From an optimization exercise on the open Yosys and OpenROAD flow, aimed at small area, a short achievable clock period and few clock cycles; shortcuts taken in it are not production practice. The RTL was checked by simulation tests, not by an equivalence proof against the original design. Power figures rest on the tool's default switching activity, not on a simulated workload.

Setup of run 1:
==> flow/design.v <==
module simple_cpu (
    input clk,
    input rst_n,
    input instr_valid,
    input [15:0] instr,
    output instr_ready,
    input [7:0] mem_rdata,
    input mem_ready,
    output reg mem_req,
    output reg mem_we,
    output [7:0] mem_addr,
    output [7:0] mem_wdata,
    output reg done,
    output reg [3:0] flags   
);
  reg [7:0] regfile[0:7];
  reg x_alu;   
  reg x_fix;   
  reg [2:0] x_rd;
  reg [3:0] x_imm;
  reg c_add, c_sub, c_g, c_p, c_shl, c_shr;
  reg [7:0] opa;   
  reg [7:0] opb;   
  reg a_c4;   
  integer i;
  wire x_ld = mem_req & ~mem_we;
  wire mwait = mem_req & ~mem_ready;
  wire stall = x_fix | mwait;
  assign instr_ready = ~stall;
  wire accept = instr_valid & ~stall;
  assign mem_wdata = opa;
  assign mem_addr = {opb[7:4] + {3'b000, a_c4}, opb[3:0]};
  wire [7:0] bx = opb ^ {8{c_sub}};
  wire [7:0] p = opa ^ bx;
  wire [7:0] g = opa & bx;
  wire [7:0] g1, p1, g2, p2, g3, p3;
  genvar k;
  generate
    for (k = 0; k < 8; k = k + 1) begin : pfx
      if (k % 2 == 1) begin : l1a
        assign g1[k] = g[k] | (p[k] & g[k-1]);
        assign p1[k] = p[k] & p[k-1];
      end else begin : l1b
        assign g1[k] = g[k];
        assign p1[k] = p[k];
      end
      if (k % 4 >= 2) begin : l2a
        assign g2[k] = g1[k] | (p1[k] & g1[(k/4)*4+1]);
        assign p2[k] = p1[k] & p1[(k/4)*4+1];
      end else begin : l2b
        assign g2[k] = g1[k];
        assign p2[k] = p1[k];
      end
      if (k >= 4) begin : l3a
        assign g3[k] = g2[k] | (p2[k] & g2[3]);
        assign p3[k] = p2[k] & p2[3];
      end else begin : l3b
        assign g3[k] = g2[k];
        assign p3[k] = p2[k];
      end
    end
  endgenerate
  wire [7:0] cy = {g3[6:0] | (p3[6:0] & {7{c_sub}}), c_sub};
  wire [7:0] sum = p ^ cy;
  wire [2:0] rot = opb[2:0];
  wire [7:0] r1 = rot[0] ? {opa[6:0], opa[7]} : opa;
  wire [7:0] r2 = rot[1] ? {r1[5:0], r1[7:6]} : r1;
  wire [7:0] r3 = rot[2] ? {r2[3:0], r2[7:4]} : r2;
  reg [7:0] shmask;
  always @(*) begin
    for (i = 0; i < 8; i = i + 1)
      shmask[i] = (c_shl & (i >= rot)) | (c_shr & ((rot == 3'd0) | (i < rot)));
  end
  wire [7:0] alu_res = ({8{c_add}} & sum) | ({8{c_g}} & g) | ({8{c_p}} & p) |
                       (shmask & r3);
  wire [7:0] wr_val = alu_res | ({8{x_ld}} & mem_rdata);
  wire wr_en = x_alu | (x_ld & mem_ready);
  wire [3:0] i_op = instr[15:12];
  wire [2:0] i_rd = instr[11:9];
  wire [2:0] i_rs = instr[7:5];
  wire [3:0] i_imm = instr[3:0];
  wire i_alu = (i_op >= 4'h1) && (i_op <= 4'h8);
  wire i_mem = (i_op == 4'h9) || (i_op == 4'hA);
  wire i_immop = (i_op == 4'h6) || (i_op == 4'h7) || (i_op == 4'h8);
  wire [2:0] ra = i_rd;
  wire [2:0] rb = i_rs;
  wire [3:0] ri = i_imm;
  wire [7:0] ra_oh = 8'b1 << ra;
  wire [7:0] rb_oh = 8'b1 << rb;
  reg [7:0] rf_a, rf_b;
  always @(*) begin
    rf_a = 8'h00;
    rf_b = 8'h00;
    for (i = 0; i < 8; i = i + 1) begin
      rf_a = rf_a | ({8{ra_oh[i]}} & regfile[i]);
      rf_b = rf_b | ({8{rb_oh[i]}} & regfile[i]);
    end
  end
  wire [3:0] lp = rf_b[3:0] ^ ri;
  wire [3:0] lg = rf_b[3:0] & ri;
  wire lc1 = lg[0];
  wire lc2 = lg[1] | (lp[1] & lg[0]);
  wire lc3 = lg[2] | (lp[2] & lg[1]) | (lp[2] & lp[1] & lg[0]);
  wire lc4 = lg[3] | (lp[3] & lg[2]) | (lp[3] & lp[2] & lg[1]) | (lp[3] & lp[2] & lp[1] & lg[0]);
  wire [4:0] lo = {lc4, lp[3] ^ lc3, lp[2] ^ lc2, lp[1] ^ lc1, lp[0]};
  wire [4:0] lo_fix = {1'b0, opb[3:0]} + {1'b0, x_imm};
  wire fwd_a = wr_en && (x_rd == i_rd);
  wire hz_b = wr_en && (x_rd == i_rs);   
  wire fwd_b = hz_b && !i_immop;
  wire [2:0] i_rot = (i_op == 4'h8) ? 3'd0 - i_imm[2:0] : i_imm[2:0];
  wire [7:0] opb_rf = i_mem ? {rf_b[7:4], lo[3:0]} : (i_immop ? {4'h0, i_imm[3], i_rot} : rf_b);
  always @(posedge clk) begin
    c_add <= accept & ((i_op == 4'h1) || (i_op == 4'h2) || (i_op == 4'h6));
    c_sub <= accept & (i_op == 4'h2);
    c_g   <= accept & ((i_op == 4'h3) || (i_op == 4'h4));   
    c_p   <= accept & ((i_op == 4'h4) || (i_op == 4'h5));   
    c_shl <= accept & (i_op == 4'h7) & !i_imm[3];
    c_shr <= accept & (i_op == 4'h8) & !i_imm[3];
    opa <= ({8{stall}} & opa) | ({8{~stall & fwd_a}} & wr_val) | ({8{~stall & ~fwd_a}} & rf_a);
    opb <= ({8{mwait}} & opb) | ({8{x_fix}} & {opb[7:4], lo_fix[3:0]}) |
           ({8{~stall & fwd_b}} & wr_val) | ({8{~stall & ~fwd_b}} & opb_rf);
    a_c4 <= (mwait & a_c4) | (x_fix & lo_fix[4]) | (~stall & lo[4]);
    if (!stall) begin
      x_rd  <= i_rd;
      x_imm <= i_imm;
      mem_we <= (i_op == 4'hA);
    end
  end
  always @(posedge clk or negedge rst_n) begin
    if (!rst_n) begin
      x_alu <= 1'b0;
      x_fix <= 1'b0;
      mem_req <= 1'b0;
      done <= 1'b0;
      flags <= 4'b0;
      for (i = 0; i < 8; i = i + 1) regfile[i] <= 8'h0;
    end else begin
      x_alu <= accept & i_alu;
      if (x_fix) begin
        x_fix <= 1'b0;
        mem_req <= 1'b1;
      end else if (!mwait) begin
        x_fix <= accept & i_mem & hz_b;
        mem_req <= accept & i_mem & ~hz_b;
      end
      if (accept && i_op == 4'hF) done <= 1'b1;
      if (wr_en) regfile[x_rd] <= wr_val;
      if (x_alu) begin
        flags[3] <= (alu_res == 8'h0);
        flags[2] <= alu_res[7];
      end
    end
  end
endmodule
export LEC_CHECK = 0
export ABC_AREA = 1
export CAP_MARGIN = 20
export CORE_MARGIN = 2
export CORE_UTILIZATION = 40
export SETUP_SLACK_MARGIN = 2.4
export SLEW_MARGIN = 20
create_clock -name core_clock -period 5.0 [get_ports {clk}]
standard.sh (not shown) runs the stock make flow with config.mk's settings and CLKGATE_MAP_FILE= SYNTH_SCRIPT=/design/flow/synth_recipe.tcl, a recipe that flattens the netlist after the stock synthesis.
==> flow/flow/run.sh <==
#!/bin/bash
# Standard synthesis; then the combinational logic between the registers is
# mapped again for area (registers untouched); then the standard layout, with
# plain buf_1 cells as the port buffers and resizing not held to footprints.
set -euo pipefail
W=$PWD
R=$W/orfs/results/$FLOW_PLATFORM/simple_cpu/base
ARGS=("BUFFER_PORTS_ARGS=-buffer_cell sky130_fd_sc_hd__buf_1" MATCH_CELL_FOOTPRINT=0)
bash standard.sh "${ARGS[@]}" synth > make_synth.log 2>&1
cp "$R/1_2_yosys.v" "$W/1_2_yosys_standard.v"
LIB=$FLOW_HOME/platforms/$FLOW_PLATFORM/lib/sky130_fd_sc_hd__tt_025C_1v80.lib
sed -e "s|@LIB@|$LIB|g" -e "s|@IN@|$W/1_2_yosys_standard.v|" -e "s|@OUT@|$W/1_2_yosys_remap.v|" flow/remap.ys > remap_run.ys
yosys -s remap_run.ys > yosys_remap.log 2>&1
cp "$W/1_2_yosys_remap.v" "$R/1_2_yosys.v"
rm -f "$R/1_synth.odb" "$R/1_synth.sdc"
bash standard.sh "${ARGS[@]}" finish > make_finish.log 2>&1
==> flow/flow/remap.ys <==
# Area re-mapping of the standard synthesis's combinational logic. The
# registers stay as they are: same instances, names and cell types.
read_liberty -ignore_miss_func @LIB@
setattr -mod -set keep_hierarchy 1 sky130_fd_sc_hd__df* sky130_fd_sc_hd__edf* sky130_fd_sc_hd__sdf* sky130_fd_sc_hd__dl*
read_verilog @IN@
hierarchy -top simple_cpu
flatten
delete t:$scopeinfo
opt -purge
abc -liberty @LIB@ -dont_use *probe* -dont_use *lpflow* -script +strash;dch;map,-a;topo simple_cpu
opt_clean -purge
splitnets
opt_clean -purge
hilomap -singleton -hicell sky130_fd_sc_hd__conb_1 HI -locell sky130_fd_sc_hd__conb_1 LO
insbuf -buf sky130_fd_sc_hd__buf_4 A X
select simple_cpu
tee -o remap_stat.txt stat -liberty @LIB@
write_verilog -noattr -noexpr -nohex -nodec -selected @OUT@
Testbench counts of run 1, summed over its fixed seeds: cycles 4,970.
diff inputs: run 1 => run 2
Settings: swapping 40 for 50 in CORE_UTILIZATION.
==> flow/flow/run.sh <==
#!/bin/bash
# Standard layout, with plain buf_1 cells as the port buffers and resizing not
# held to each cell's footprint.
set -euo pipefail
bash standard.sh "BUFFER_PORTS_ARGS=-buffer_cell sky130_fd_sc_hd__buf_1" MATCH_CELL_FOOTPRINT=0 finish > make_finish.log 2>&1
removed: flow/flow/remap.ys
Results
Between run 1 and run 2, the total power is lower for run 2.
Compared with run 1, run 2 shows power spent charging and discharging nets that has gone down by more than 10%.
Going from run 1 to run 2, cell count along the critical path went down by 1, top fanout value on the critical path now sits higher, power density of the placed cells lost 6.9%, worst setup slack saw an increase, met2 layer usage reported by global route up 0.42 points.
Summary of the comparison: total vias in the final route is higher in run 2, relative to run 1.
Delta (run 2 minus run 1): post-detailed-route via-to-cell ratio moved down; share of cell area taken by flip-flops and latches moved up.
[inputs] run 3 vs run 2
Settings: SETUP_SLACK_MARGIN changed from 2.4 to 2.45; CTS_BUF_LIST newly set to sky130_fd_sc_hd__clkbuf_8; CORE_UTILIZATION changed from 50 to 40; CTS_CLUSTER_SIZE newly set to 30.
Results
- In summary, run 3 completed successfully, with a layout that passed the timing, design-rule and antenna checks.
- Summary — overall power of the completed layout, run 3 relative to run 2: lower, by 5.1%.
- From run 3 to run 2, count of antenna-violating nets left after detailed routing did not move at all.
- Reported for run 2 and run 3, final antenna diode count turned out identical to the last digit.
- Comparing area taken by multi-input logic gates for run 2 and run 3, the smaller number came from run 2.
- Where reported net switching power is concerned, run 2 is outperformed by run 3.
- Compared to run 2, the router laid down less metal wire for run 3.
- Run 2 reports its layer with the highest usage as met1 while run 3 reports met2.

==> afterwards: timing with drivers on the ports <==
No port has a modelled driver above. Below, the same layouts with a new extraction and two added sets of constraints. Step 1 (the two cells are an assumption about what drives the block):
set clk [get_ports {clk}]
set_driving_cell -lib_cell sky130_fd_sc_hd__clkbuf_16 $clk
set_driving_cell -lib_cell sky130_fd_sc_hd__buf_2 [delete_from_list [all_inputs] $clk]
Step 2 adds t to the input delays and takes it off the output delays; t is the mean of the earliest and latest rising clock arrival at the registers after step 1. Input paths then give back, and output paths get back, about the clock's delay inside the block. Three values: no drivers, after step 1, after step 2; two values: the first two.
run	t, ns	setup slack, ns	pins driven straight from the clock port
run 1	0.397	2.368 / 2.363 / 1.966	1
run 2	0.394	2.405 / 2.410 / 2.016	1
run 3	0.408	2.459 / 2.442 / 2.033	1
After both steps every run listed still meets setup and hold. The setup slack of run 3, which loses most, moves by -0.017 ns with the drivers and by -0.426 ns with both steps.
